This design comes from an exercise in tuning for small area on the open sky130 flow, not from production work. Function was checked by simulation only, so behaviour that the tests miss may differ from the original. The clock port is modelled as an ideal driver; clocking choices that lean on that would not hold on a real chip. Power is estimated from default activity; no workload was simulated.

File: design/flow/run.sh
#!/bin/bash
# synth_recipe.tcl (not shown) runs the flow's synth.tcl, then flattens the netlist and writes it again
# the make line also repeats each setting of config.mk as NAME=value (left out here)
make -C /OpenROAD-flow-scripts/flow DESIGN_CONFIG=/design/flow/config.mk WORK_HOME=/design/flow/orfs CLKGATE_MAP_FILE= SYNTH_SCRIPT=/design/flow/synth_recipe.tcl finish
File: design/flow/config.mk
export PLATFORM = sky130hd
export DESIGN_NAME = cpu
export DESIGN_NICKNAME = cpu
export VERILOG_FILES = /design/flow/design.v
export SDC_FILE = /design/flow/constraint.sdc
export NUM_CORES = 4
export LEC_CHECK = 0
export CAP_MARGIN = 20
export CORE_MARGIN = 2
export CORE_UTILIZATION = 40
export SLEW_MARGIN = 20
File: design/flow/constraint.sdc
create_clock -name core_clock -period 10.0 [get_ports {clk}]
set_input_delay 2.0000 -clock core_clock [delete_from_list [all_inputs] [get_ports {clk}]]
set_output_delay 2.0000 -clock core_clock [all_outputs]
set_load 0.01 [all_outputs]
File: design/flow/design.v
module cpu(clk, reset, read_data, mem_addr, mem_cmd, out, N, V, Z, w);
    input clk, reset;
    input [15:0] read_data;
    output [8:0] mem_addr;
    output [1:0] mem_cmd;
    output [15:0] out;
    output N, V, Z, w;
    reg [127:0] rf;          
    reg [15:0] ob;           
    reg [8:0] pc;            
    reg [8:0] nx;            
    reg [2:0] cnt;           
    reg fn, fv, fz;          
    reg ac;                  
    reg pcr;                 
    reg mp;                  
    reg ph2;                 
    reg ld;                  
    reg hlt;
    wire [15:0] ir = read_data;
    wire [2:0] opc = ir[15:13];
    wire [1:0] op = ir[12:11];
    wire [2:0] rn = ir[10:8];
    wire [2:0] rd = ir[7:5];
    wire [2:0] rm = ir[2:0];
    wire [1:0] sh = ir[4:3];
    wire c0 = (cnt == 3'd0);
    wire c6 = (cnt == 3'd6);
    wire c7 = (cnt == 3'd7);
    wire f1 = ~ph2 & ~ld & ~hlt;
    wire i_movi = (opc == 3'b110) & (op == 2'b10);
    wire i_movr = (opc == 3'b110) & (op == 2'b00);
    wire i_alu  = (opc == 3'b101);
    wire i_cmp  = i_alu & (op == 2'b01);
    wire i_and  = i_alu & (op == 2'b10);
    wire i_mvn  = i_alu & (op == 2'b11);
    wire i_ldr  = (opc == 3'b011) & (op == 2'b00);
    wire i_str  = (opc == 3'b100) & (op == 2'b00);
    wire i_b    = (opc == 3'b001) & (op == 2'b00);
    wire i_bl   = (opc == 3'b010) & (op == 2'b11) & (rn == 3'b111);
    wire i_blx  = (opc == 3'b010) & (op == 2'b10) & (rn == 3'b111);
    wire i_bx   = (opc == 3'b010) & (op == 2'b00) & (rn == 3'b000);
    wire i_halt = ~(i_movi | i_movr | i_alu | i_ldr | i_str | i_b | i_bl | i_blx | i_bx);
    wire [2:0] bs = (i_str | i_bx | i_blx) ? rd : rm;
    wire [1:0] ndig = rf[{rn, 4'd0} +: 2];
    wire [1:0] bdig = rf[{bs, 4'd0} +: 2];
    wire bla = rf[{bs, 4'd2}];
    reg [1:0] pdig;
    always @(*)
        case (cnt)
            3'd0: pdig = pc[1:0];
            3'd1: pdig = pc[3:2];
            3'd2: pdig = pc[5:4];
            3'd3: pdig = pc[7:6];
            3'd4: pdig = {1'b0, pc[8]};
            default: pdig = 2'b00;
        endcase
    wire pci = c0 | pcr;
    wire pcm = pdig[0] & pci;
    wire [1:0] pinc = {(pdig[1] ^ pcm) & ~cnt[2], pdig[0] ^ pci};
    reg [1:0] im8d;
    always @(*)
        case (cnt)
            3'd0: im8d = ir[1:0];
            3'd1: im8d = ir[3:2];
            3'd2: im8d = ir[5:4];
            3'd3: im8d = ir[7:6];
            default: im8d = {2{ir[7]}};
        endcase
    wire [1:0] im5d = (cnt == 3'd0) ? ir[1:0] : (cnt == 3'd1) ? ir[3:2] : {2{ir[4]}};
    reg [1:0] shd;
    always @(*)
        case (sh)
            2'b00: shd = bdig;
            2'b01: shd = {bdig[0], mp & ~c0};
            2'b10: shd = {bla & ~c7, bdig[1]};
            default: shd = {c7 ? bdig[1] : bla, bdig[1]};
        endcase
    wire [1:0] bop = (i_movi | i_b | i_bl) ? im8d :
                     (i_ldr | i_str) ? im5d :
                     (i_bx | i_blx) ? bdig : shd;
    wire [1:0] aop = (i_b | i_bl) ? pdig :
                     (i_alu & ~i_mvn) | i_ldr | i_str ? ndig : 2'b00;
    wire invb = i_cmp | i_mvn;
    wire cin0 = i_cmp | i_b | i_bl;
    wire ci = c0 ? cin0 : ac;
    wire [1:0] bb = bop ^ {2{invb}};
    wire s0 = aop[0] ^ bb[0] ^ ci;
    wire c1 = (aop[0] & bb[0]) | (ci & (aop[0] ^ bb[0]));
    wire s1 = aop[1] ^ bb[1] ^ c1;
    wire co = (aop[1] & bb[1]) | (c1 & (aop[1] ^ bb[1]));
    wire [1:0] res = i_and ? (aop & bop) : {s1, s0};
    reg taken;
    always @(*)
        case (rn)
            3'd0: taken = 1'b1;
            3'd1: taken = ~fv & ~fn & fz;
            3'd2: taken = ~fz;
            3'd3: taken = (fv ^ fn) & ~fz;
            3'd4: taken = ((fv ^ fn) & ~fz) | (~fv & ~fn & fz);
            default: taken = 1'b0;
        endcase
    wire use_alu = (i_b & taken) | i_bl | i_ldr | i_str | i_bx | (i_blx & (rd != 3'd7));
    wire [1:0] sdig = (f1 & use_alu) ? res : pinc;
    wire wen = (f1 & (i_movi | i_movr | (i_alu & ~i_cmp) | i_bl | i_blx)) | ld & ph2;
    wire [2:0] wdst = (f1 & i_movi) ? rn : (f1 & (i_bl | i_blx)) ? 3'd7 : rd;
    wire [1:0] wdat = ph2 ? ob[1:0] : (i_bl | i_blx) ? pinc : res;
    integer i;
    always @(posedge clk)
        for (i = 0; i < 8; i = i + 1)
            rf[16*i +: 16] <= {(wen && wdst == i) ? wdat : rf[16*i +: 2], rf[16*i+2 +: 14]};
    wire enter2 = ~ph2 & (ld | (f1 & i_str));
    wire memw = c0 & ph2 & ~ld;
    wire sel_nx = (c7 & ~(ld & ~ph2)) | (c6 & f1 & i_ldr) | memw;
    assign mem_addr = sel_nx ? nx : pc;
    assign mem_cmd = {~memw, memw};
    assign out = ob;
    assign N = fn;
    assign V = fv;
    assign Z = fz;
    assign w = hlt;
    always @(posedge clk) begin
        ob <= (ld & ~ph2 & c7) ? read_data : {bdig, ob[15:2]};
        mp <= bdig[1];
        ac <= co;
        pcr <= pdig[1] & pcm;
        if (f1 & i_cmp) begin
            fz <= (c0 | fz) & ~(s1 | s0);
            if (c7) begin
                fn <= s1;
                fv <= c1 ^ co;
            end
        end
        if (c7 & ~enter2)
            pc <= nx;
        if (reset) begin
            cnt <= 3'd7;
            ph2 <= 1'b1;
            ld <= 1'b0;
            hlt <= 1'b0;
            nx <= 9'd0;
        end else begin
            cnt <= cnt + 3'd1;
            if (c7)
                ph2 <= enter2;
            if (f1 & c6 & i_ldr)
                ld <= 1'b1;
            else if (ph2 & c7)
                ld <= 1'b0;
            hlt <= hlt | (f1 & i_halt);
            case (cnt)
                3'd0: nx[1:0] <= sdig;
                3'd1: nx[3:2] <= sdig;
                3'd2: nx[5:4] <= sdig;
                3'd3: nx[7:6] <= sdig;
                3'd4: nx[8] <= sdig[0];
                default: ;
            endcase
        end
    end
endmodule
==> flow_results.xml, run 1 <==
<?xml version="1.0" encoding="UTF-8"?>
<metrics>
  <group name="power">
    <metric name="cellLeakagePower" unit="µW">0.00281</metric>
    <metric name="irDropWorstVdd" unit="µV">170</metric>
    <metric name="power_density" unit="nW/µm²">204</metric>
    <metric name="p_total" unit="µW">1520</metric>
  </group>
  <group name="sta">
    <metric name="share_of_the_cycle_needed_by_the_critical_path_after_routing" unit="%">66.7</metric>
    <metric name="finalSetupTns" unit="ps">0</metric>
    <metric name="timing.final.setup_violations" unit="">0</metric>
    <metric name="worstMarginPinSlew" unit="ps">907</metric>
    <metric name="max-slew-margin-rel" unit="%">39.3</metric>
    <metric name="max_freq" unit="MHz">150</metric>
    <metric name="finalMaxSlewViolations" unit="">0</metric>
    <metric name="finalWorstPathRequiredPeriod" unit="ps">6670</metric>
    <metric name="fin_hold_ws" unit="ps">321</metric>
    <metric name="grt_setup_unrepaired" unit="">no</metric>
    <metric name="hold_viol" unit="">0</metric>
    <metric name="final.setup_skew" unit="ps">21.1</metric>
  </group>
  <group name="clock_network">
    <metric name="cts_post_setup_buffers_inserted" unit="">0</metric>
    <metric name="cts_inserted_buffers" unit="">17</metric>
    <metric name="max-clock-path-buffers" unit="">2</metric>
    <metric name="tritoncts" unit="">yes</metric>
    <metric name="cts.clk_slew.worst_paths" unit="ps">60</metric>
    <metric name="root_buffer_master" unit="">clkbuf_16</metric>
    <metric name="ctsHoldBuffers" unit="">0</metric>
    <metric name="post_cts_resized" unit="">0</metric>
    <metric name="worst_skew_pair.late_latency" unit="ps">440</metric>
    <metric name="cts.htree.levels" unit="">4</metric>
    <metric name="cts_sinks" unit="">174</metric>
  </group>
  <group name="critical_path">
    <metric name="worstSetupPathType" unit="">in -&gt; out</metric>
    <metric name="cp_cell_sequence" unit="">clkdlybuf4s50_1 -&gt; nor3_2 -&gt; and3_1 -&gt; nand2_1 -&gt; nand3_1 -&gt; mux2_2 -&gt; clkdlybuf4s50_1</metric>
    <metric name="cp_max_fo" unit="">12</metric>
    <metric name="critical_path.slowest_cell" unit="">clkdlybuf4s50_1</metric>
    <metric name="worstPathArrival" unit="ps">4670</metric>
    <metric name="cp_data_required_time" unit="ps">8000</metric>
    <metric name="timing.reg2reg.setup_slack" unit="ps">5990</metric>
    <metric name="critPathMaxStageDelay" unit="ps">650</metric>
    <metric name="critical_path.startpoint_type" unit="">input pin</metric>
    <metric name="critical_path.endpoint_type" unit="">primary output</metric>
    <metric name="timing.critical_path.mode_cell" unit="">clkdlybuf4s50_1</metric>
  </group>
  <group name="yosys">
    <metric name="mappedNetlistNets" unit="">603</metric>
    <metric name="synth_simple_gate_area_share" unit="%">14.5</metric>
    <metric name="yosysTopAreaCellShare" unit="%">51.8</metric>
    <metric name="ys_dominant_reg_cell" unit="">dfxtp_1</metric>
    <metric name="postSynth.asyncResetShare" unit="%">0</metric>
    <metric name="yosys.area_share.adder" unit="%">2.60</metric>
    <metric name="muxShareOfSynthArea" unit="%">9.11</metric>
    <metric name="netlist_instances" unit="">574</metric>
    <metric name="synthesis.area_per_instance" unit="µm²">10.9</metric>
    <metric name="synth_common_cells" unit="">162 x dfxtp_1, 67 x nand2_1, 45 x nor2_1</metric>
    <metric name="postSynthRegisterBits" unit="">174</metric>
    <metric name="synth.most_common_cell" unit="">dfxtp_1</metric>
    <metric name="post_synth_instance_area" unit="µm²">6260</metric>
    <metric name="synth-seq-area-share" unit="%">57.6</metric>
    <metric name="yosysWarnings" unit="">1</metric>
    <metric name="xor_xnor_share_of_the_synthesized_area" unit="%">0.420</metric>
    <metric name="synth_top_area_cell" unit="">dfxtp_1</metric>
    <metric name="netlist_top_cells_area" unit="">dfxtp_1 52%, mux2_2 6.5%, edfxtp_1 5.8%</metric>
    <metric name="post_synth_num_cell_types" unit="">63</metric>
    <metric name="synth_compound_area_share" unit="%">12.5</metric>
    <metric name="largest_family_of_logic_cells_by_synthesized_area" unit="">simple AND/OR/NAND/NOR gates</metric>
    <metric name="post_synth_edffs" unit="">12</metric>
  </group>
  <group name="grt">
    <metric name="grt_start_max_net_pins" unit="">30</metric>
    <metric name="grt_overflow_total" unit="">0</metric>
    <metric name="number_of_global_route_vias_before_repair" unit="">4314</metric>
    <metric name="track_usage" unit="%">18.5</metric>
    <metric name="grt_antenna_before_repair" unit="">0</metric>
    <metric name="first_pass_grt_wire_length" unit="µm">23200</metric>
  </group>
  <group name="route">
    <metric name="wl_met3" unit="µm">663</metric>
    <metric name="routed_wirelength" unit="µm">14800</metric>
    <metric name="drt_first_iter_violations" unit="">279</metric>
    <metric name="via_count" unit="">4411</metric>
    <metric name="topmost_layer_with_routed_signal_wires" unit="">met4</metric>
    <metric name="first_pass_iters" unit="">5</metric>
    <metric name="drc_errors" unit="">0</metric>
    <metric name="detail_route.wl_per_cell" unit="µm">17.6</metric>
    <metric name="via_per_inst" unit="">5.26</metric>
    <metric name="met2_wirelength" unit="µm">7190</metric>
    <metric name="drt.antenna.violating_nets" unit="">0</metric>
    <metric name="wire_length_the_detailed_router_placed_on_met1" unit="µm">6590</metric>
  </group>
  <group name="outcome">
    <metric name="run_status" unit="">complete, no violations</metric>
  </group>
  <group name="floorplanning">
    <metric name="num_io_pins" unit="">49</metric>
    <metric name="floorplan.initialDensity" unit="%">41.0</metric>
    <metric name="core" unit="µm²">15300</metric>
    <metric name="die-width" unit="µm">129</metric>
    <metric name="height_of_the_die" unit="µm">129</metric>
    <metric name="total_die_area" unit="µm²">16700</metric>
    <metric name="rows" unit="">45</metric>
  </group>
  <group name="placement">
    <metric name="io_buffers" unit="">48</metric>
    <metric name="detailed_place.area" unit="µm²">6880</metric>
    <metric name="detailed_place_hpwl" unit="µm">10600</metric>
    <metric name="gp_routability_congestion" unit="">0.889</metric>
  </group>
  <group name="finish">
    <metric name="layout.cell_area.non_filler" unit="µm²">7460</metric>
    <metric name="final_layout_size_suffix_gt1_share" unit="%">14.4</metric>
    <metric name="register_area" unit="µm²">3600</metric>
    <metric name="synthToLayoutAreaGrowth" unit="%">19.2</metric>
    <metric name="post_layout_nets" unit="">643</metric>
    <metric name="multi_input_comb_area" unit="µm²">2450</metric>
    <metric name="fill_cells" unit="">1391</metric>
    <metric name="antenna-diode-count" unit="">0</metric>
  </group>
  <group name="flow_run">
    <metric name="maxCapViolCount" unit="">0</metric>
  </group>
  <group name="hold_path">
    <metric name="worst_hold_path_type" unit="">reg -&gt; reg</metric>
  </group>
</metrics>
cells by family after synthesis:
logic type	Yosys count
fa+ha+maj	12
buf+inv	47
flops	174
xor+xnor	3
mux	45
compound gates	109
simple gates	184
critical path, delay by kind of cell:
family | cells | cell delay, ps
mux | 1 | 390
simple gates | 4 | 1160
buf+inv | 2 | 1130
registers in the layout, summed over array words and instances (netlist names):
register  flops
pcr           1
rf          128
pc            9
mp            1
nx            9
ld            1
cnt           3
fn            1
fz            1
ac            1
ob           16
hlt           1
ph2           1
fv            1
layout by cell type, fill, tap and decap left out, types with 4 or more instances in the layout:
cell type / instances
clkdlybuf4s50_1: 48
inv_8: 4
nor3_1: 7
a32oi_1: 14
edfxtp_1: 12
o22a_1: 4
dfxtp_1: 162
nand4_1: 4
nand3_1: 6
or2_2: 4
a211oi_1: 10
mux4_2: 6
nand2_1: 67
and3_1: 5
or3_1: 4
nor2b_1: 7
o21ai_0: 12
a21oi_1: 21
a31oi_1: 4
nand2b_1: 19
clkbuf_16: 17
inv_1: 18
mux2_2: 36
inv_6: 5
o31ai_1: 8
ha_1: 9
o22ai_1: 5
a2111oi_0: 11
nor2_1: 45
path summary, 6_finish.rpt:
kind / end / startpoint / depth (start not counted)
setup / recovery: mem_addr[3] / read_data[12] / 7
hold / removal: rf[4]$_DFF_P_ / rf[6]$_DFF_P_ / 0
setup reg to reg: rf[127]$_DFF_P_ / cnt[0]$_SDFF_PP1_ / 14
hold reg to reg: rf[4]$_DFF_P_ / rf[6]$_DFF_P_ / 0
layer usage:
| layer | up-vias | global-route usage, % |
|---|---|---|
| li1 | 2124 | - |
| met1 | 2124 | 23.4 |
| met2 | 133 | 30.3 |
| met3 | 30 | 5.12 |
| met4 | 0 | 7.10 |
| met5 | - | 0 |
cell type report:
class,count,share of cell area (%)
sequential,174,48.3
multi-input combinational,353,32.8
clock inverter,13,1.89
inverter,18,0.905
tap,211,3.54
timing repair buffer,50,6.64
clock buffer,19,5.93
stage by stage:
stage | util [%] | cells | setup WS (ps)
2_1_floorplan | - | 574 | 4310
3_3_place_gp | 45.1 | 806 | 3080
3_5_place_dp | 45.1 | 806 | 2980
4_1_cts | 48.9 | 838 | 3330
5_1_grt | 48.9 | 838 | 3130
6_report | 48.9 | 838 | 3330
report_power, final:
group	total, µW	switching, µW	internal, µW
Combinational	130	70.5	59.3
Clock	653	293	361
Sequential	740	16.0	724
==> run 2: changes to the inputs <==
--- a/design/flow/design.v
+++ b/design/flow/design.v
@@ -42,9 +42,30 @@
     wire i_bx   = (opc == 3'b010) & (op == 2'b00) & (rn == 3'b000);
     wire i_halt = ~(i_movi | i_movr | i_alu | i_ldr | i_str | i_b | i_bl | i_blx | i_bx);
     wire [2:0] bs = (i_str | i_bx | i_blx) ? rd : rm;
-    wire [1:0] ndig = rf[{rn, 4'd0} +: 2];
-    wire [1:0] bdig = rf[{bs, 4'd0} +: 2];
-    wire bla = rf[{bs, 4'd2}];
+    reg [1:0] ndig, bdig;
+    reg bla;
+    always @(*) begin
+        case (rn)
+            3'd0: ndig = rf[1:0];
+            3'd1: ndig = rf[17:16];
+            3'd2: ndig = rf[33:32];
+            3'd3: ndig = rf[49:48];
+            3'd4: ndig = rf[65:64];
+            3'd5: ndig = rf[81:80];
+            3'd6: ndig = rf[97:96];
+            default: ndig = rf[113:112];
+        endcase
+        case (bs)
+            3'd0: {bla, bdig} = rf[2:0];
+            3'd1: {bla, bdig} = rf[18:16];
+            3'd2: {bla, bdig} = rf[34:32];
+            3'd3: {bla, bdig} = rf[50:48];
+            3'd4: {bla, bdig} = rf[66:64];
+            3'd5: {bla, bdig} = rf[82:80];
+            3'd6: {bla, bdig} = rf[98:96];
+            default: {bla, bdig} = rf[114:112];
+        endcase
+    end
     reg [1:0] pdig;
     always @(*)
         case (cnt)
==> design/flow/flow/run.sh (new file) <==
#!/bin/bash
# Own layout flow: the standard ORFS flow (standard.sh) with three changes
#  - synthesis maps logic with an area-oriented ABC script (flow/abc.script) and
#    leaves adders to ABC instead of the fa/ha cells; the registers are mapped
#    exactly as in the standard synthesis (that step is untouched);
#  - port buffers are sky130_fd_sc_hd__buf_1 (every port still gets one);
#  - CTS uses clkbuf_8 and inserts no dummy loads.
# Each tool's output goes to a log file in the work folder.
set -euo pipefail
cd "$(dirname "$0")/.."
W=$PWD
rm -rf "$W/scripts_abc"
cp -r "$FLOW_HOME/scripts" "$W/scripts_abc"
cp "$W/flow/abc.script" "$W/scripts_abc/abc_area.script"
export SCRIPTS_DIR="$W/scripts_abc"
export ADDER_MAP_FILE=
export BUFFER_PORTS_ARGS="-buffer_cell sky130_fd_sc_hd__buf_1"
export CTS_ARGS="-sink_clustering_enable -repair_clock_nets -dont_use_dummy_load -buf_list sky130_fd_sc_hd__clkbuf_8"
bash standard.sh synth > "$W/synth.log" 2>&1
bash standard.sh > "$W/layout.log" 2>&1
==> design/flow/flow/abc.script (new file) <==
strash
&get -n
&fraig -x
&put
scorr
dc2
strash
dch -f
amap
topo
strash
dch -f
amap
==> design/flow/standard.sh (new file) <==
#!/bin/bash
# synth_recipe.tcl (not shown) runs the flow's synth.tcl, then flattens the netlist and writes it again
# the make line also repeats each setting of config.mk as NAME=value (left out here)
make -C /OpenROAD-flow-scripts/flow DESIGN_CONFIG=/design/flow/config.mk WORK_HOME=/design/flow/orfs CLKGATE_MAP_FILE= SYNTH_SCRIPT=/design/flow/synth_recipe.tcl "${@:-finish}"
--- a/design/flow/config.mk
+++ b/design/flow/config.mk
@@ -5,7 +5,8 @@
 export SDC_FILE = /design/flow/constraint.sdc
 export NUM_CORES = 4
 export LEC_CHECK = 0
+export ABC_AREA = 1
 export CAP_MARGIN = 20
 export CORE_MARGIN = 2
-export CORE_UTILIZATION = 40
+export CORE_UTILIZATION = 60
 export SLEW_MARGIN = 20
removed: design/flow/run.sh
==> run 2 against run 1 <==
Clock-buffer cell count is 2 lower. Maximum frequency down 21%. Final cell count down 14%. Die area fell by 41%. Sequential share of layout area increased by 12 points. Global-route usage increased by 9.3 points. Largest power group unchanged. Highest routed layer unchanged.
==> flow_results.xml, run 2 <==
<?xml version="1.0" encoding="UTF-8"?>
<metrics>
  <group name="outcome">
    <metric name="run_status" unit="">complete, no violations</metric>
  </group>
  <group name="sta">
    <metric name="finalMaxSlewViolations" unit="">0</metric>
    <metric name="hold_viol" unit="">0</metric>
    <metric name="finalWorstPathRequiredPeriod" unit="ps">8420</metric>
    <metric name="share_of_the_cycle_needed_by_the_critical_path_after_routing" unit="%">84.2</metric>
    <metric name="timing.final.setup_violations" unit="">0</metric>
    <metric name="max-slew-margin-rel" unit="%">37.4</metric>
    <metric name="grt_setup_unrepaired" unit="">no</metric>
    <metric name="worstMarginPinSlew" unit="ps">936</metric>
    <metric name="finalSetupTns" unit="ps">0</metric>
    <metric name="final.setup_skew" unit="ps">42.8</metric>
    <metric name="post-route-worst-setup-slack" unit="ps">1580</metric>
    <metric name="max_freq" unit="MHz">119</metric>
    <metric name="fin_hold_ws" unit="ps">312</metric>
  </group>
  <group name="grt">
    <metric name="track_usage" unit="%">27.8</metric>
    <metric name="first_pass_grt_wire_length" unit="µm">20500</metric>
    <metric name="grt_antenna_before_repair" unit="">0</metric>
    <metric name="grt_overflow_total" unit="">0</metric>
    <metric name="grt_start_max_net_pins" unit="">27</metric>
    <metric name="number_of_global_route_vias_before_repair" unit="">4015</metric>
  </group>
  <group name="finish">
    <metric name="flip_flop_count_of_the_largest_register_all_copies_and_words_added" unit="">128</metric>
    <metric name="antenna-diode-count" unit="">0</metric>
    <metric name="finalCoreUtilization" unit="%">68.7</metric>
    <metric name="fill_cells" unit="">681</metric>
    <metric name="registers.top_by_ff_count" unit="">rf</metric>
    <metric name="final_common_cell" unit="">dfxtp_1</metric>
    <metric name="reg_top3" unit="">rf x128, ob x16</metric>
    <metric name="layoutNonFillerInstCount" unit="">721</metric>
    <metric name="final_layout_size_suffix_gt1_share" unit="%">3.43</metric>
    <metric name="layout.cells.most_common_list" unit="">162 x dfxtp_1, 82 x clkinv_1, 82 x nor2_1</metric>
    <metric name="post_layout_nets" unit="">633</metric>
    <metric name="synthToLayoutAreaGrowth" unit="%">10.6</metric>
  </group>
  <group name="clock_network">
    <metric name="cts_post_setup_buffers_inserted" unit="">0</metric>
    <metric name="ctsHoldBuffers" unit="">0</metric>
    <metric name="cts.htree.levels" unit="">4</metric>
    <metric name="cts_inserted_buffers" unit="">17</metric>
    <metric name="max-clock-path-buffers" unit="">2</metric>
    <metric name="post_cts_resized" unit="">0</metric>
    <metric name="worst_skew_pair.late_latency" unit="ps">450</metric>
    <metric name="tritoncts" unit="">yes</metric>
    <metric name="cts.clk_slew.worst_paths" unit="ps">110</metric>
    <metric name="cts_sinks" unit="">174</metric>
    <metric name="root_buffer_master" unit="">clkbuf_8</metric>
  </group>
  <group name="placement">
    <metric name="gp_routability_congestion" unit="">0.972</metric>
    <metric name="pre_cts_ws" unit="ps">1120</metric>
    <metric name="post_place_cells" unit="">704</metric>
    <metric name="detailed_place_hpwl" unit="µm">9360</metric>
    <metric name="io_buffers" unit="">48</metric>
  </group>
  <group name="route">
    <metric name="first_pass_iters" unit="">5</metric>
    <metric name="detail_route.wl_per_cell" unit="µm">18.1</metric>
    <metric name="via_per_inst" unit="">5.74</metric>
    <metric name="drt_first_iter_violations" unit="">312</metric>
    <metric name="routed_wirelength" unit="µm">13100</metric>
    <metric name="via_count" unit="">4139</metric>
    <metric name="drc_errors" unit="">0</metric>
    <metric name="drt.antenna.violating_nets" unit="">0</metric>
  </group>
  <group name="floorplanning">
    <metric name="floorplan.initialDensity" unit="%">62.2</metric>
    <metric name="die-width" unit="µm">99.0</metric>
    <metric name="num_io_pins" unit="">49</metric>
    <metric name="total_die_area" unit="µm²">9810</metric>
    <metric name="core" unit="µm²">8720</metric>
    <metric name="height_of_the_die" unit="µm">99.0</metric>
    <metric name="rows" unit="">34</metric>
  </group>
  <group name="power">
    <metric name="cellLeakagePower" unit="µW">0.00222</metric>
    <metric name="power_density" unit="nW/µm²">209</metric>
    <metric name="irDropWorstVdd" unit="µV">190</metric>
  </group>
  <group name="critical_path">
    <metric name="cp_max_fo" unit="">8</metric>
    <metric name="cp_data_required_time" unit="ps">10290</metric>
    <metric name="worstPathArrival" unit="ps">8700</metric>
    <metric name="critical_path.endpoint_type" unit="">flip-flop</metric>
    <metric name="critPathMaxStageDelay" unit="ps">860</metric>
    <metric name="timing.critical_path.mode_cell" unit="">nor2_1</metric>
    <metric name="critical_path.slowest_cell" unit="">a2111oi_1</metric>
    <metric name="worstSetupPathType" unit="">in -&gt; reg</metric>
    <metric name="critical_path.startpoint_type" unit="">input pin</metric>
  </group>
  <group name="yosys">
    <metric name="synth-seq-area-share" unit="%">66.5</metric>
    <metric name="synth_common_cells" unit="">162 x dfxtp_1, 82 x clkinv_1, 82 x nor2_1</metric>
    <metric name="mappedNetlistNets" unit="">563</metric>
    <metric name="postSynthRegisterBits" unit="">174</metric>
    <metric name="synthesis.area_per_instance" unit="µm²">9.95</metric>
    <metric name="postSynth.asyncResetShare" unit="%">0</metric>
    <metric name="yosysWarnings" unit="">1</metric>
    <metric name="post_synth_edffs" unit="">12</metric>
    <metric name="netlist_top_cells_area" unit="">dfxtp_1 60%, edfxtp_1 6.6%, clkinv_1 5.7%</metric>
    <metric name="ys_dominant_reg_cell" unit="">dfxtp_1</metric>
    <metric name="netlist_instances" unit="">545</metric>
    <metric name="post_synth_instance_area" unit="µm²">5420</metric>
    <metric name="synth.most_common_cell" unit="">dfxtp_1</metric>
    <metric name="yosysTopAreaCellShare" unit="%">59.8</metric>
    <metric name="synth_top_area_cell" unit="">dfxtp_1</metric>
    <metric name="post_synth_num_cell_types" unit="">35</metric>
  </group>
  <group name="hold_path">
    <metric name="worst_hold_path_type" unit="">reg -&gt; reg</metric>
  </group>
  <group name="flow_run">
    <metric name="maxCapViolCount" unit="">0</metric>
  </group>
</metrics>
run 2: cell types whose count changed after synthesis, sizes merged, moves of 14 or more:
cell / previous run / this run
nand2: 67 / 17
a21oi: 23 / 50
clkbuf: 20 / 0
nor3: 9 / 23
nor2: 46 / 82
a32oi: 14 / 0
inv: 18 / 0
clkinv: 0 / 82
o22ai: 5 / 28
nand2b: 19 / 1
mux2: 36 / 0
run 2: stage by stage:
step	instance area, µm²	power, µW
after floorplan	5420	853
after global placement	5760	902
after detailed placement	5760	905
after CTS	5990	1260
after global routing	5990	1300
final	5990	1250
run 2: worst max-delay path, delay by kind of cell:
| kind | cells | cell delay, ps |
|---|---|---|
| AOI/OAI and AO/OA | 13 | 3680 |
| buffers and inverters | 6 | 1000 |
| and+or+nand+nor | 12 | 1980 |
run 2: kinds of logic (layout without fill, tap and decap cells):
family	count (synthesis)	after routing	synth area share, %
buf+inv	83	151	5.82
compound gates	143	143	16.3
simple gates	145	145	11.4
flops	174	174	66.5
run 2: cell type report:
class | instances | area, µm² | share of cell area (%)
inverters | 82 | 308 | 5.14
clock buffers | 17 | 234 | 3.90
well taps | 108 | 135 | 2.25
flip-flops and latches | 174 | 3600 | 60.1
multi-input cells | 288 | 1500 | 25.1
repair buffers | 52 | 210 | 3.51
run 2: metal layers:
| layer | track usage (%) | part of all wire [%] | up-vias |
|---|---|---|---|
| met5 | 0 | 0 | - |
| met4 | 10.7 | 2.8 | 0 |
| met3 | 7.38 | 6.9 | 35 |
| met2 | 47.3 | 49 | 157 |
| met1 | 33.8 | 41 | 1941 |
| li1 | - | - | 2006 |
run 2: report_power, final:
part | leakage (µW) | total (µW) | switching, µW | internal, µW
logic | 0.000662 | 134 | 88.8 | 45.0
registers | 0.00144 | 759 | 20.3 | 738
clock network | 0.000122 | 361 | 211 | 151
run 2: worst paths after layout:
path,start,end,slack (ps),cells past startpoint
setup / recovery,read_data[9],rf[127]$_DFF_P_,1580,31
hold / removal,rf[10]$_DFF_P_,rf[8]$_DFF_P_,310,0
setup reg to reg,cnt[0]$_SDFF_PP1_,rf[127]$_DFF_P_,5500,22
hold reg to reg,rf[10]$_DFF_P_,rf[8]$_DFF_P_,310,0
==> run 3: changes to the inputs <==
--- a/design/flow/design.v
+++ b/design/flow/design.v
@@ -13,7 +13,6 @@
     reg fn, fv, fz;          
     reg ac;                  
     reg pcr;                 
-    reg mp;                  
     reg ph2;                 
     reg ld;                  
     reg hlt;
@@ -24,6 +23,7 @@
     wire [2:0] rd = ir[7:5];
     wire [2:0] rm = ir[2:0];
     wire [1:0] sh = ir[4:3];
+    wire mp = ob[15];
     wire c0 = (cnt == 3'd0);
     wire c6 = (cnt == 3'd6);
     wire c7 = (cnt == 3'd7);
@@ -142,7 +142,6 @@
     assign w = hlt;
     always @(posedge clk) begin
         ob <= (ld & ~ph2 & c7) ? read_data : {bdig, ob[15:2]};
-        mp <= bdig[1];
         ac <= co;
         pcr <= pdig[1] & pcm;
         if (f1 & i_cmp) begin
==> run 3 against run 2 <==
Critical path depth down 1. Maximum frequency is 1.4% higher. Global-route usage increased by 2.1 points. Hold slack got worse by 13 ps. Final cell count decreased by 0.55%. Flip-flop and latch count decreased by 1. Design area decreased by 0.56%. Critical endpoint is now rf[47]$_DFF_P_.
==> flow_results.xml, run 3 <==
<?xml version="1.0" encoding="UTF-8"?>
<metrics>
  <group name="outcome">
    <metric name="run_status" unit="">complete, no violations</metric>
  </group>
  <group name="route">
    <metric name="drc_errors" unit="">0</metric>
    <metric name="detail_route.wl_per_cell" unit="µm">19.6</metric>
    <metric name="routed_wirelength" unit="µm">14000</metric>
    <metric name="via_per_inst" unit="">5.95</metric>
    <metric name="via_count" unit="">4263</metric>
    <metric name="drt.antenna.violating_nets" unit="">0</metric>
    <metric name="first_pass_iters" unit="">5</metric>
    <metric name="drt_first_iter_violations" unit="">311</metric>
  </group>
  <group name="power">
    <metric name="power_density" unit="nW/µm²">209</metric>
    <metric name="p_total" unit="µW">1250</metric>
    <metric name="cellLeakagePower" unit="µW">0.00220</metric>
    <metric name="irDropWorstVdd" unit="µV">183</metric>
  </group>
  <group name="critical_path">
    <metric name="worst_r2r_path_depth" unit="">19</metric>
    <metric name="cp_max_fo" unit="">8</metric>
    <metric name="critical_path.startpoint_type" unit="">input pin</metric>
    <metric name="crit_family" unit="">compound AO/OA/AOI/OAI gates</metric>
    <metric name="r2r_end" unit="">rf[47]$_DFF_P_</metric>
    <metric name="worstPathArrival" unit="ps">8560</metric>
    <metric name="critical_path.endpoint_type" unit="">flip-flop</metric>
    <metric name="timing.reg2reg.setup_slack" unit="ps">5360</metric>
    <metric name="critPathMaxStageDelay" unit="ps">930</metric>
    <metric name="timing.critical_path.mode_cell" unit="">nor2_1</metric>
    <metric name="worstSetupPathDepth" unit="">30</metric>
    <metric name="critical_path.slowest_cell" unit="">a2111oi_0</metric>
    <metric name="crit-reg2reg-launch" unit="">rf[64]$_DFF_P_</metric>
    <metric name="worstSetupPathType" unit="">in -&gt; reg</metric>
    <metric name="critPathLaunch" unit="">read_data[8]</metric>
    <metric name="cp_data_required_time" unit="ps">10270</metric>
    <metric name="crit_path_end" unit="">rf[47]$_DFF_P_</metric>
    <metric name="critical_path.n_buffers_inverters" unit="">6</metric>
  </group>
  <group name="placement">
    <metric name="io_buffers" unit="">48</metric>
    <metric name="post_place_cells" unit="">700</metric>
    <metric name="gp_routability_congestion" unit="">1.05</metric>
    <metric name="detailed_place_hpwl" unit="µm">10500</metric>
    <metric name="pre_cts_ws" unit="ps">1700</metric>
  </group>
  <group name="finish">
    <metric name="registers.top_by_ff_count" unit="">rf</metric>
    <metric name="layout.cells.most_common_list" unit="">161 x dfxtp_1, 80 x nor2_1, 79 x clkinv_1</metric>
    <metric name="reg_top3" unit="">rf x128, ob x16</metric>
    <metric name="register_area" unit="µm²">3580</metric>
    <metric name="fill_cells" unit="">682</metric>
    <metric name="multi_input_comb_area" unit="µm²">1510</metric>
    <metric name="synthToLayoutAreaGrowth" unit="%">10.3</metric>
    <metric name="final_layout_size_suffix_gt1_share" unit="%">3.28</metric>
    <metric name="antenna-diode-count" unit="">0</metric>
    <metric name="final_common_cell" unit="">dfxtp_1</metric>
    <metric name="post_layout_nets" unit="">629</metric>
    <metric name="layoutNonFillerInstCount" unit="">717</metric>
    <metric name="flip_flop_count_of_the_largest_register_all_copies_and_words_added" unit="">128</metric>
  </group>
  <group name="sta">
    <metric name="grt_setup_unrepaired" unit="">no</metric>
    <metric name="max-slew-margin-rel" unit="%">19.8</metric>
    <metric name="hold_viol" unit="">0</metric>
    <metric name="post-route-worst-setup-slack" unit="ps">1700</metric>
    <metric name="finalWorstPathRequiredPeriod" unit="ps">8300</metric>
    <metric name="finalMaxSlewViolations" unit="">0</metric>
    <metric name="worstMarginPinSlew" unit="ps">1170</metric>
    <metric name="finalSetupTns" unit="ps">0</metric>
    <metric name="timing.final.setup_violations" unit="">0</metric>
    <metric name="final.setup_skew" unit="ps">49.9</metric>
    <metric name="max_freq" unit="MHz">121</metric>
    <metric name="share_of_the_cycle_needed_by_the_critical_path_after_routing" unit="%">83.0</metric>
  </group>
  <group name="clock_network">
    <metric name="cts_inserted_buffers" unit="">17</metric>
    <metric name="tritoncts" unit="">yes</metric>
    <metric name="ctsHoldBuffers" unit="">0</metric>
    <metric name="max-clock-path-buffers" unit="">2</metric>
    <metric name="cts.htree.levels" unit="">4</metric>
    <metric name="worst_skew_pair.late_latency" unit="ps">450</metric>
    <metric name="cts_post_setup_buffers_inserted" unit="">0</metric>
    <metric name="cts_sinks" unit="">173</metric>
    <metric name="cts.clk_slew.worst_paths" unit="ps">110</metric>
    <metric name="post_cts_resized" unit="">0</metric>
    <metric name="root_buffer_master" unit="">clkbuf_8</metric>
  </group>
  <group name="yosys">
    <metric name="synth_common_cells" unit="">161 x dfxtp_1, 80 x nor2_1, 79 x clkinv_1</metric>
    <metric name="yosysTopAreaCellShare" unit="%">59.7</metric>
    <metric name="yosysWarnings" unit="">1</metric>
    <metric name="post_synth_num_cell_types" unit="">34</metric>
    <metric name="postSynth.asyncResetShare" unit="%">0</metric>
    <metric name="netlist_instances" unit="">543</metric>
    <metric name="post_synth_edffs" unit="">12</metric>
    <metric name="synthesis.area_per_instance" unit="µm²">9.95</metric>
    <metric name="mappedNetlistNets" unit="">561</metric>
    <metric name="post_synth_instance_area" unit="µm²">5400</metric>
    <metric name="synth.most_common_cell" unit="">dfxtp_1</metric>
    <metric name="postSynthRegisterBits" unit="">173</metric>
    <metric name="synth_top_area_cell" unit="">dfxtp_1</metric>
    <metric name="netlist_top_cells_area" unit="">dfxtp_1 60%, edfxtp_1 6.7%, nor2_1 5.6%</metric>
    <metric name="synth-seq-area-share" unit="%">66.3</metric>
    <metric name="ys_dominant_reg_cell" unit="">dfxtp_1</metric>
  </group>
  <group name="grt">
    <metric name="grt_start_max_net_pins" unit="">25</metric>
    <metric name="grt_overflow_total" unit="">0</metric>
    <metric name="first_pass_grt_wire_length" unit="µm">22000</metric>
    <metric name="track_usage" unit="%">29.9</metric>
    <metric name="grt_antenna_before_repair" unit="">0</metric>
    <metric name="number_of_global_route_vias_before_repair" unit="">4154</metric>
  </group>
  <group name="floorplanning">
    <metric name="rows" unit="">34</metric>
    <metric name="num_io_pins" unit="">49</metric>
    <metric name="height_of_the_die" unit="µm">98.9</metric>
    <metric name="total_die_area" unit="µm²">9780</metric>
    <metric name="floorplan.initialDensity" unit="%">62.0</metric>
    <metric name="die-width" unit="µm">98.9</metric>
    <metric name="core" unit="µm²">8720</metric>
  </group>
  <group name="flow_run">
    <metric name="maxCapViolCount" unit="">0</metric>
  </group>
  <group name="hold_path">
    <metric name="worst_hold_path_type" unit="">reg -&gt; reg</metric>
    <metric name="holdCritStartpoint" unit="">rf[89]$_DFF_P_</metric>
  </group>
</metrics>
[run 3: cell count changes after synthesis, moves of 3 or more]
cell       change
a2111oi_0      +3
a31oi_1        -3
o221ai_1       -3
o22ai_1        +4
o21ai_0        +4
nand3_1        -4
a21oi_1        -4
nand2_1        +4
nor3_1         +4
a22oi_1        -5
clkinv_1       -3
[run 3: stage by stage]
| stage | utilization (%) | cell area (µm²) | hold slack, ps |
|---|---|---|---|
| after floorplan | - | 5400 | 310 |
| after global placement | 65.7 | 5730 | 310 |
| after detailed placement | 65.7 | 5730 | 312 |
| after CTS | 68.3 | 5960 | 307 |
| after global routing | 68.3 | 5960 | 308 |
| final | 68.3 | 5960 | 299 |
[run 3: power breakdown]
part           internal, µW  switching [µW]  total (µW)  leakage (µW)
Combinational          44.3            92.9         137      0.000650
Clock                   150             203         354      0.000122
Sequential              735            21.2         756       0.00143
[run 3: worst min-delay path by stage]
| stage | endpoint | depth (start not counted) |
|---|---|---|
| 2_1_floorplan | rf[100]$_DFF_P_ | 0 |
| 3_3_place_gp | rf[4]$_DFF_P_ | 0 |
| 3_5_place_dp | rf[19]$_DFF_P_ | 0 |
| 4_1_cts | rf[87]$_DFF_P_ | 0 |
| 5_1_grt | rf[87]$_DFF_P_ | 0 |
| 6_report | rf[87]$_DFF_P_ | 0 |
[run 3: cell type report]
cell class	instances	area share (%)
multi-input combinational	289	25.3
clock buffer	17	3.93
tap	108	2.27
inverter	79	4.98
sequential	173	60.1
timing repair buffer	51	3.40
[run 3: logic make-up after synthesis]
| kind of cell | share of synthesized area (%) |
|---|---|
| AO/OA/AOI/OAI | 16.5 |
| buffers and inverters | 5.77 |
| flip-flops | 66.3 |
| AND/OR/NAND/NOR | 11.4 |
[run 3: per-layer routing]
layer / track usage [%] / up-vias / share of wire [%]
met5: 0 / - / 0
met4: 16.0 / 0 / 4.1
met3: 5.89 / 45 / 6.5
met2: 49.0 / 212 / 49
met1: 37.4 / 2019 / 41
li1: - / 1987 / -
[run 3: worst register-to-register path, cell delays in order (launching register included)]
cell and delay, ps:
dfxtp_1 360, clkinv_1 90, o22ai_1 90, a21oi_1 140, o21ai_0 110, a2111oi_0 930, o221ai_1 310, a31oi_1 350
nor2_1 90, a21oi_1 160, nor2_1 90, a21o_1 180, nor2_1 190, nor2_1 100, a21oi_1 190, o32ai_1 120
nor2_1 130, nor3_1 60, a21oi_1 590, o22ai_1 180
==> run 4: changes to the inputs <==
--- a/design/flow/design.v
+++ b/design/flow/design.v
@@ -124,7 +124,7 @@
     wire use_alu = (i_b & taken) | i_bl | i_ldr | i_str | i_bx | (i_blx & (rd != 3'd7));
     wire [1:0] sdig = (f1 & use_alu) ? res : pinc;
     wire wen = (f1 & (i_movi | i_movr | (i_alu & ~i_cmp) | i_bl | i_blx)) | ld & ph2;
-    wire [2:0] wdst = (f1 & i_movi) ? rn : (f1 & (i_bl | i_blx)) ? 3'd7 : rd;
+    wire [2:0] wdst = (f1 & (i_movi | i_bl | i_blx)) ? rn : rd;    
     wire [1:0] wdat = ph2 ? ob[1:0] : (i_bl | i_blx) ? pinc : res;
     integer i;
     always @(posedge clk)
==> run 4 against run 3 <==
Utilization fell by 0.072 points. Design area fell by 0.11%. Setup slack got worse by 53 ps. Clock power barely moved. Synthesized cell count did not move. Clock skew fell by 12 ps. Critical endpoint is now rf[127]$_DFF_P_. Largest power group unchanged.
==> flow_results.xml, run 4 <==
<?xml version="1.0" encoding="UTF-8"?>
<metrics>
  <group name="sta">
    <metric name="finalWorstPathRequiredPeriod" unit="ps">8350</metric>
    <metric name="share_of_the_cycle_needed_by_the_critical_path_after_routing" unit="%">83.5</metric>
    <metric name="max_freq" unit="MHz">120</metric>
    <metric name="max-slew-margin-rel" unit="%">29.8</metric>
    <metric name="finalSetupTns" unit="ps">0</metric>
    <metric name="final.setup_skew" unit="ps">37.7</metric>
    <metric name="hold_viol" unit="">0</metric>
    <metric name="grt_setup_unrepaired" unit="">no</metric>
    <metric name="worstMarginPinSlew" unit="ps">1030</metric>
    <metric name="timing.final.setup_violations" unit="">0</metric>
    <metric name="post-route-worst-setup-slack" unit="ps">1650</metric>
    <metric name="finalMaxSlewViolations" unit="">0</metric>
  </group>
  <group name="grt">
    <metric name="number_of_global_route_vias_before_repair" unit="">3912</metric>
    <metric name="first_pass_grt_wire_length" unit="µm">20600</metric>
    <metric name="grt_antenna_before_repair" unit="">0</metric>
    <metric name="track_usage" unit="%">27.9</metric>
    <metric name="grt_overflow_total" unit="">0</metric>
    <metric name="grt_start_max_net_pins" unit="">28</metric>
  </group>
  <group name="placement">
    <metric name="detailed_place_hpwl" unit="µm">9930</metric>
    <metric name="gp_routability_congestion" unit="">0.987</metric>
    <metric name="detailed_place.area" unit="µm²">5720</metric>
    <metric name="pre_cts_ws" unit="ps">1450</metric>
    <metric name="io_buffers" unit="">48</metric>
  </group>
  <group name="finish">
    <metric name="reg_top3" unit="">rf x128, ob x16</metric>
    <metric name="post_layout_nets" unit="">627</metric>
    <metric name="synthToLayoutAreaGrowth" unit="%">10.0</metric>
    <metric name="layout.cells.most_common_list" unit="">161 x dfxtp_1, 88 x nor2_1, 79 x clkinv_1</metric>
    <metric name="final_common_cell" unit="">dfxtp_1</metric>
    <metric name="antenna-diode-count" unit="">0</metric>
    <metric name="flip_flop_count_of_the_largest_register_all_copies_and_words_added" unit="">128</metric>
    <metric name="registers.top_by_ff_count" unit="">rf</metric>
    <metric name="layout.cell_area.non_filler" unit="µm²">5950</metric>
    <metric name="fill_cells" unit="">661</metric>
    <metric name="final_layout_size_suffix_gt1_share" unit="%">2.97</metric>
  </group>
  <group name="route">
    <metric name="via_count" unit="">4081</metric>
    <metric name="drt.antenna.violating_nets" unit="">0</metric>
    <metric name="detail_route.wl_per_cell" unit="µm">18.5</metric>
    <metric name="drc_errors" unit="">0</metric>
    <metric name="via_per_inst" unit="">5.71</metric>
    <metric name="first_pass_iters" unit="">7</metric>
    <metric name="routed_wirelength" unit="µm">13200</metric>
    <metric name="drt_first_iter_violations" unit="">357</metric>
  </group>
  <group name="floorplanning">
    <metric name="core" unit="µm²">8720</metric>
    <metric name="floorplan.initialDensity" unit="%">62.1</metric>
    <metric name="rows" unit="">34</metric>
    <metric name="die-width" unit="µm">99.0</metric>
    <metric name="num_io_pins" unit="">49</metric>
    <metric name="total_die_area" unit="µm²">9800</metric>
    <metric name="height_of_the_die" unit="µm">99.0</metric>
  </group>
  <group name="yosys">
    <metric name="synth_compound_area_share" unit="%">15.7</metric>
    <metric name="post_synth_instance_area" unit="µm²">5410</metric>
    <metric name="netlist_top_cells_area" unit="">dfxtp_1 60%, edfxtp_1 6.7%, nor2_1 6.1%</metric>
    <metric name="yosys.area_share.adder" unit="%">0</metric>
    <metric name="synthesis.area_per_instance" unit="µm²">9.97</metric>
    <metric name="synth_common_cells" unit="">161 x dfxtp_1, 88 x nor2_1, 79 x clkinv_1</metric>
    <metric name="synth_top_area_cell" unit="">dfxtp_1</metric>
    <metric name="post_synth_edffs" unit="">12</metric>
    <metric name="largest_family_of_logic_cells_by_synthesized_area" unit="">compound AO/OA/AOI/OAI gates</metric>
    <metric name="synth.most_common_cell" unit="">dfxtp_1</metric>
    <metric name="muxShareOfSynthArea" unit="%">0</metric>
    <metric name="xor_xnor_share_of_the_synthesized_area" unit="%">0</metric>
    <metric name="synth_simple_gate_area_share" unit="%">12.3</metric>
    <metric name="postSynth.asyncResetShare" unit="%">0</metric>
    <metric name="yosysWarnings" unit="">1</metric>
    <metric name="synth-seq-area-share" unit="%">66.2</metric>
    <metric name="post_synth_num_cell_types" unit="">37</metric>
    <metric name="mappedNetlistNets" unit="">561</metric>
    <metric name="postSynthRegisterBits" unit="">173</metric>
    <metric name="ys_dominant_reg_cell" unit="">dfxtp_1</metric>
    <metric name="netlist_instances" unit="">543</metric>
    <metric name="yosysTopAreaCellShare" unit="%">59.6</metric>
  </group>
  <group name="critical_path">
    <metric name="worstSetupPathType" unit="">in -&gt; reg</metric>
    <metric name="worstSetupPathDepth" unit="">28</metric>
    <metric name="crit_family" unit="">compound AO/OA/AOI/OAI gates</metric>
    <metric name="critPathLaunch" unit="">read_data[10]</metric>
    <metric name="critPathMaxStageDelay" unit="ps">810</metric>
    <metric name="timing.critical_path.mode_cell" unit="">nor2_1</metric>
    <metric name="timing.reg2reg.setup_slack" unit="ps">5410</metric>
    <metric name="cp_data_required_time" unit="ps">10270</metric>
    <metric name="critical_path.startpoint_type" unit="">input pin</metric>
    <metric name="cp_max_fo" unit="">8</metric>
    <metric name="critical_path.slowest_cell" unit="">a2111oi_0</metric>
    <metric name="critical_path.endpoint_type" unit="">flip-flop</metric>
    <metric name="r2r_end" unit="">rf[127]$_DFF_P_</metric>
    <metric name="worst_r2r_path_depth" unit="">19</metric>
    <metric name="critical_path.n_buffers_inverters" unit="">5</metric>
    <metric name="crit-reg2reg-launch" unit="">rf[16]$_DFF_P_</metric>
    <metric name="worstPathArrival" unit="ps">8620</metric>
    <metric name="crit_path_end" unit="">rf[127]$_DFF_P_</metric>
  </group>
  <group name="outcome">
    <metric name="run_status" unit="">complete, no violations</metric>
  </group>
  <group name="power">
    <metric name="share_comb_of_total_power" unit="%">11.1</metric>
    <metric name="switching_share" unit="%">25.4</metric>
    <metric name="power_frac_seq" unit="%">60.5</metric>
    <metric name="intPower" unit="µW">933</metric>
    <metric name="power.share.clock" unit="%">28.4</metric>
    <metric name="p_total" unit="µW">1250</metric>
    <metric name="power_density" unit="nW/µm²">210</metric>
    <metric name="irDropWorstVdd" unit="µV">156</metric>
    <metric name="cellLeakagePower" unit="µW">0.00220</metric>
    <metric name="p_sw" unit="µW">318</metric>
  </group>
  <group name="clock_network">
    <metric name="cts.clk_slew.worst_paths" unit="ps">90</metric>
    <metric name="ctsHoldBuffers" unit="">0</metric>
    <metric name="max-clock-path-buffers" unit="">2</metric>
    <metric name="cts_inserted_buffers" unit="">17</metric>
    <metric name="worst_skew_pair.late_latency" unit="ps">440</metric>
    <metric name="cts_sinks" unit="">173</metric>
    <metric name="tritoncts" unit="">yes</metric>
    <metric name="cts.htree.levels" unit="">4</metric>
    <metric name="root_buffer_master" unit="">clkbuf_8</metric>
    <metric name="cts_post_setup_buffers_inserted" unit="">0</metric>
    <metric name="post_cts_resized" unit="">0</metric>
  </group>
  <group name="hold_path">
    <metric name="worst_hold_path_type" unit="">reg -&gt; reg</metric>
  </group>
  <group name="flow_run">
    <metric name="maxCapViolCount" unit="">0</metric>
  </group>
</metrics>
-- run 4: through the flow --
| stage | instances | utilization [%] | hold WS [ps] |
|---|---|---|---|
| finish | 715 | 68.3 | 295 |
| global route | 715 | 68.3 | 296 |
| CTS | 715 | 68.3 | 301 |
| detailed placement | 698 | 65.6 | 312 |
| global placement | 698 | 65.6 | 309 |
| floorplan | 543 | - | 310 |
-- run 4: power by group through the flow --
stage | clock [µW] | sequential [µW] | combinational, µW
5_1_grt | 386 | 760 | 153
3_3_place_gp | 0 | 770 | 135
3_5_place_dp | 0 | 772 | 136
2_1_floorplan | 0 | 770 | 85.6
4_1_cts | 361 | 757 | 137
6_report | 355 | 757 | 139
-- run 4: per-layer routing --
| metal | up-vias | wire length, µm | track usage (%) |
|---|---|---|---|
| li1 | 1985 | - | - |
| met4 | 0 | 280 | 11.4 |
| met1 | 1912 | 5960 | 37.6 |
| met2 | 164 | 6200 | 43.6 |
| met3 | 20 | 806 | 6.74 |
| met5 | - | 0 | 0 |
-- run 4: layout make-up --
class                   instances  area (µm²)  share of cell area (%)
multi-input cells             289        1520                    25.5
repair buffers                 49         188                    3.15
flip-flops and latches        173        3580                    60.2
clock buffers                  17         234                    3.93
inverters                      79         297                    4.98
well taps                     108         135                    2.27
-- run 4: kinds of logic after synthesis --
| kind of cell | Yosys count |
|---|---|
| simple gates | 156 |
| flops | 173 |
| compound gates | 133 |
| buf+inv | 81 |
-- run 4: worst min path at each step --
| stage | start | end | slack [ps] | cells past startpoint |
|---|---|---|---|---|
| finish | rf[8]$_DFF_P_ | rf[6]$_DFF_P_ | 300 | 0 |
| global route | rf[8]$_DFF_P_ | rf[6]$_DFF_P_ | 300 | 0 |
| CTS | rf[5]$_DFF_P_ | rf[3]$_DFF_P_ | 300 | 0 |
| detailed placement | rf[121]$_DFF_P_ | rf[119]$_DFF_P_ | 310 | 0 |
| global placement | rf[27]$_DFF_P_ | rf[25]$_DFF_P_ | 310 | 0 |
| floorplan | rf[102]$_DFF_P_ | rf[100]$_DFF_P_ | 310 | 0 |
-- run 4: worst reg2reg max path, delay by kind of cell, from the launching register on --
kind | cells | cell delay [ps]
buf+inv | 1 | 70
simple gates | 7 | 650
compound gates | 11 | 3390
flops | 1 | 340
==> run 5: changes to the inputs <==
--- a/design/flow/flow/run.sh
+++ b/design/flow/flow/run.sh
@@ -4,7 +4,9 @@
 #    leaves adders to ABC instead of the fa/ha cells; the registers are mapped
 #    exactly as in the standard synthesis (that step is untouched);
 #  - port buffers are sky130_fd_sc_hd__buf_1 (every port still gets one);
-#  - CTS uses clkbuf_8 and inserts no dummy loads.
+#  - CTS builds leaves of at most 13 flip-flops (flow/pre_cts.tcl) with
+#    clkbuf_4, inserts no dummy loads, and upsizes to clkbuf_8 the buffers
+#    whose clock slew would be high (flow/post_cts.tcl).
 # Each tool's output goes to a log file in the work folder.
 set -euo pipefail
 cd "$(dirname "$0")/.."
@@ -15,6 +17,8 @@
 export SCRIPTS_DIR="$W/scripts_abc"
 export ADDER_MAP_FILE=
 export BUFFER_PORTS_ARGS="-buffer_cell sky130_fd_sc_hd__buf_1"
-export CTS_ARGS="-sink_clustering_enable -repair_clock_nets -dont_use_dummy_load -buf_list sky130_fd_sc_hd__clkbuf_8"
+export CTS_ARGS="-repair_clock_nets -dont_use_dummy_load -buf_list sky130_fd_sc_hd__clkbuf_4"
+export PRE_CTS_TCL="$W/flow/pre_cts.tcl"
+export POST_CTS_TCL="$W/flow/post_cts.tcl"
 bash standard.sh synth > "$W/synth.log" 2>&1
 bash standard.sh > "$W/layout.log" 2>&1
==> design/flow/flow/post_cts.tcl (new file) <==
# Upsize to clkbuf_8 each clkbuf_4 of the clock tree whose loads see a clock
# slew over 115 ps (placement estimate); the others stay clkbuf_4. Then
# legalize, and lift the fanout limit set for CTS.
estimate_parasitics -placement
set n 0
foreach inst [get_cells *] {
  if {[get_property $inst ref_name] ne "sky130_fd_sc_hd__clkbuf_4"} { continue }
  set out [get_pins -of_objects $inst -filter "direction==output"]
  set w 0
  foreach p [get_pins -of_objects [get_nets -of_objects $out] -filter "direction==input"] {
    set s [get_property $p slew_max]
    if {$s > $w} { set w $s }
  }
  puts "clock buffer [get_property $inst name]: load slew $w"
  if {$w > 0.115} {
    replace_cell $inst sky130_fd_sc_hd__clkbuf_8
    incr n
  }
}
puts "clock buffers upsized: $n"
detailed_placement
set_max_fanout 10000 [current_design]
==> design/flow/flow/pre_cts.tcl (new file) <==
# Leaf clusters of at most 13 flip-flops, so that clkbuf_4 leaves can drive them.
set_max_fanout 13 [current_design]
==> run 5 against run 4 <==
Still clean on timing, DRC and antenna. Synthesized cell count is the same. Sequential share of layout area grew 0.83 points. Critical path depth is the same. Register-to-register slack gained 40 ps. Clock power shrank 18%. Flip-flop and latch count is the same. Final cell count is the same. Area after synthesis is the same. Design area shrank 1.4%. Maximum frequency grew 0.98%. Die area is the same. Wire length shrank 1.1%. Critical endpoint is now rf[111]$_DFF_P_. Largest power group unchanged. Highest routed layer unchanged.
==> flow_results.xml, run 5 <==
<?xml version="1.0" encoding="UTF-8"?>
<metrics>
  <group name="outcome">
    <metric name="run_status" unit="">complete, no violations</metric>
  </group>
  <group name="yosys">
    <metric name="netlist_instances" unit="">543</metric>
    <metric name="synth.most_common_cell" unit="">dfxtp_1</metric>
    <metric name="postSynthRegisterBits" unit="">173</metric>
    <metric name="yosysTopAreaCellShare" unit="%">59.6</metric>
    <metric name="synth-seq-area-share" unit="%">66.2</metric>
    <metric name="synthesis.area_per_instance" unit="µm²">9.97</metric>
    <metric name="netlist_top_cells_area" unit="">dfxtp_1 60%, edfxtp_1 6.7%, nor2_1 6.1%</metric>
    <metric name="synth_top_area_cell" unit="">dfxtp_1</metric>
    <metric name="yosysWarnings" unit="">1</metric>
    <metric name="post_synth_edffs" unit="">12</metric>
    <metric name="post_synth_instance_area" unit="µm²">5410</metric>
    <metric name="postSynth.asyncResetShare" unit="%">0</metric>
    <metric name="mappedNetlistNets" unit="">561</metric>
    <metric name="post_synth_num_cell_types" unit="">37</metric>
    <metric name="ys_dominant_reg_cell" unit="">dfxtp_1</metric>
    <metric name="synth_common_cells" unit="">161 x dfxtp_1, 88 x nor2_1, 79 x clkinv_1</metric>
  </group>
  <group name="route">
    <metric name="via_per_inst" unit="">5.75</metric>
    <metric name="drc_errors" unit="">0</metric>
    <metric name="drt_first_iter_violations" unit="">387</metric>
    <metric name="drt.antenna.violating_nets" unit="">0</metric>
    <metric name="via_count" unit="">4113</metric>
    <metric name="detail_route.wl_per_cell" unit="µm">18.3</metric>
    <metric name="first_pass_iters" unit="">6</metric>
    <metric name="routed_wirelength" unit="µm">13100</metric>
  </group>
  <group name="critical_path">
    <metric name="critical_path.startpoint_type" unit="">input pin</metric>
    <metric name="critical_path.endpoint_type" unit="">flip-flop</metric>
    <metric name="worstSetupPathType" unit="">in -&gt; reg</metric>
    <metric name="worstPathArrival" unit="ps">8540</metric>
    <metric name="cp_data_required_time" unit="ps">10270</metric>
    <metric name="cp_max_fo" unit="">8</metric>
  </group>
  <group name="power">
    <metric name="share_comb_of_total_power" unit="%">11.7</metric>
    <metric name="p_sw" unit="µW">306</metric>
    <metric name="cellLeakagePower" unit="µW">0.00217</metric>
    <metric name="irDropWorstVdd" unit="µV">154</metric>
    <metric name="power_density" unit="nW/µm²">202</metric>
    <metric name="power_frac_seq" unit="%">63.9</metric>
    <metric name="switching_share" unit="%">25.8</metric>
    <metric name="intPower" unit="µW">878</metric>
    <metric name="power.share.clock" unit="%">24.5</metric>
  </group>
  <group name="grt">
    <metric name="grt_antenna_before_repair" unit="">0</metric>
    <metric name="track_usage" unit="%">27.6</metric>
    <metric name="number_of_global_route_vias_before_repair" unit="">3877</metric>
    <metric name="first_pass_grt_wire_length" unit="µm">20300</metric>
    <metric name="grt_overflow_total" unit="">0</metric>
    <metric name="grt_start_max_net_pins" unit="">28</metric>
  </group>
  <group name="sta">
    <metric name="grt_setup_unrepaired" unit="">no</metric>
    <metric name="worstMarginPinSlew" unit="ps">974</metric>
    <metric name="finalWorstPathRequiredPeriod" unit="ps">8270</metric>
    <metric name="timing.final.setup_violations" unit="">0</metric>
    <metric name="post-route-worst-setup-slack" unit="ps">1730</metric>
    <metric name="final.setup_skew" unit="ps">37.8</metric>
    <metric name="max_freq" unit="MHz">121</metric>
    <metric name="finalSetupTns" unit="ps">0</metric>
    <metric name="hold_viol" unit="">0</metric>
    <metric name="max-slew-margin-rel" unit="%">33.4</metric>
    <metric name="finalMaxSlewViolations" unit="">0</metric>
    <metric name="share_of_the_cycle_needed_by_the_critical_path_after_routing" unit="%">82.7</metric>
  </group>
  <group name="floorplanning">
    <metric name="floorplan.initialDensity" unit="%">62.1</metric>
    <metric name="rows" unit="">34</metric>
    <metric name="die-width" unit="µm">99.0</metric>
    <metric name="num_io_pins" unit="">49</metric>
    <metric name="height_of_the_die" unit="µm">99.0</metric>
    <metric name="total_die_area" unit="µm²">9800</metric>
    <metric name="core" unit="µm²">8720</metric>
  </group>
  <group name="clock_network">
    <metric name="cts_sinks" unit="">173</metric>
    <metric name="tritoncts" unit="">yes</metric>
    <metric name="cts.clk_slew.worst_paths" unit="ps">110</metric>
    <metric name="worst_skew_pair.late_latency" unit="ps">410</metric>
  </group>
  <group name="finish">
    <metric name="layoutNonFillerInstCount" unit="">715</metric>
    <metric name="final_common_cell" unit="">dfxtp_1</metric>
    <metric name="multi_input_comb_area" unit="µm²">1520</metric>
    <metric name="register_area" unit="µm²">3580</metric>
    <metric name="final_layout_size_suffix_gt1_share" unit="%">2.97</metric>
    <metric name="post_layout_nets" unit="">627</metric>
    <metric name="antenna-diode-count" unit="">0</metric>
    <metric name="layout.cells.most_common_list" unit="">161 x dfxtp_1, 88 x nor2_1, 79 x clkinv_1</metric>
    <metric name="fill_cells" unit="">683</metric>
    <metric name="reg_top3" unit="">rf x128, ob x16</metric>
    <metric name="registers.top_by_ff_count" unit="">rf</metric>
    <metric name="layout.cell_area.non_filler" unit="µm²">5870</metric>
    <metric name="finalCoreUtilization" unit="%">67.3</metric>
    <metric name="flip_flop_count_of_the_largest_register_all_copies_and_words_added" unit="">128</metric>
    <metric name="synthToLayoutAreaGrowth" unit="%">8.51</metric>
  </group>
  <group name="placement">
    <metric name="io_buffers" unit="">48</metric>
    <metric name="detailed_place_hpwl" unit="µm">9930</metric>
    <metric name="gp_routability_congestion" unit="">0.987</metric>
    <metric name="detailed_place.area" unit="µm²">5720</metric>
    <metric name="post_place_cells" unit="">698</metric>
    <metric name="pre_cts_ws" unit="ps">1450</metric>
  </group>
  <group name="flow_run">
    <metric name="maxCapViolCount" unit="">0</metric>
  </group>
  <group name="hold_path">
    <metric name="worst_hold_path_type" unit="">reg -&gt; reg</metric>
  </group>
</metrics>
## run 5: cell count changes in the layout (fill, tap and decap cells not counted)
| cell | previous run | this run |
|---|---|---|
| clkbuf_4 | 0 | 13 |
| clkbuf_8 | 17 | 4 |
## run 5: final cells by class
cell class,instances,area share (%)
flip-flops and latches,173,61.0
multi-input cells,289,25.8
inverters,79,5.05
repair buffers,49,3.20
clock buffers,17,2.60
well taps,108,2.30
## run 5: final timing paths
check                                       end             from  cells past startpoint  slack [ps]
worst max-delay path            rf[111]$_DFF_P_    read_data[10]                     28        1730
worst min-delay path            rf[118]$_DFF_P_  rf[120]$_DFF_P_                      0         290
worst max register to register  rf[111]$_DFF_P_   rf[32]$_DFF_P_                     19        5450
worst min register to register  rf[118]$_DFF_P_  rf[120]$_DFF_P_                      0         290
## run 5: kinds of logic (layout without fill, tap and decap cells)
kind of cell           Yosys count  count (layout)  synth area share (%)
flip-flops                     173             173                  66.2
AND/OR/NAND/NOR                156             156                  12.3
AO/OA/AOI/OAI                  133             133                  15.7
buffers and inverters           81             145                  5.76
## run 5: metrics by stage
| stage | total power, µW | hold WS (ps) |
|---|---|---|
| global route | 1230 | 294 |
| floorplan | 855 | 310 |
| finish | 1180 | 291 |
| detailed placement | 908 | 312 |
| global placement | 904 | 309 |
## run 5: power by group through the flow
stage,logic [µW],registers [µW],clock network (µW)
after floorplan,85.6,770,0
after global routing,153,760,322
after detailed placement,136,772,0
after global placement,135,770,0
final,138,756,290
## run 5: critical path, stage by stage
cell and delay (ps):
buf_1 230, clkinv_1 200, nor2_1 180, clkinv_1 140
nor3_1 530, a21oi_1 240, clkinv_1 110, nor2_1 80
o22ai_1 390, clkinv_1 210, and3_1 250, a221o_1 350
a2111oi_0 770, o221ai_1 280, a31oi_1 390, nor2_1 90
a21oi_1 180, nor2_1 100, a21o_1 180, nor2_1 180
nor2_1 90, nand2_1 60, o21ai_0 140, a22o_1 260
nor2_1 90, nor3_1 60, a21oi_1 600, o22ai_1 160
## run 5: metal layers
layer / part of all wire [%] / up-vias / track usage (%)
met5: 0 / - / 0
met4: 3.1 / 0 / 10.0
met3: 6.7 / 36 / 6.67
met2: 46 / 185 / 43.2
met1: 44 / 1906 / 37.5
li1: - / 1986 / -

## static timing again, ports no longer ideal
How much do the figures lean on ideal ports? The routed layouts below were timed once more, with nothing changed but the port constraints.
Step 1 assumes that a clkbuf_16 drives the clock port and a buf_2 every other input.
Step 2, shift: input delay + t, output delay - t, t = (earliest + latest rising clock arrival at the registers) / 2. This alone moves slack from input paths to output paths.
a / b / c = ideal ports / drivers / drivers and shift; a / b = the first two.
run	t (ns)	setup slack, ns	clock arrival spread, ns	worst register clock-pin slew, ns	pins driven straight from the clock port
run 1	0.465	3.325 / 3.304 / 2.935	0.021 / 0.021	0.08 / 0.08	1
run 2	0.461	1.585 / 1.596 / 1.135	0.044 / 0.044	0.11 / 0.11	1
run 3	0.461	1.703 / 1.714 / 1.254	0.051 / 0.051	0.11 / 0.11	1
run 4	0.455	1.650 / 1.647 / 1.193	0.038 / 0.037	0.10 / 0.10	1
run 5	0.427	1.731 / 1.728 / 1.301	0.038 / 0.038	0.12 / 0.12	1
After both steps every run listed still meets setup and hold. The setup slack of run 4, which loses most, moves by -0.003 ns with the drivers and by -0.457 ns with both steps.
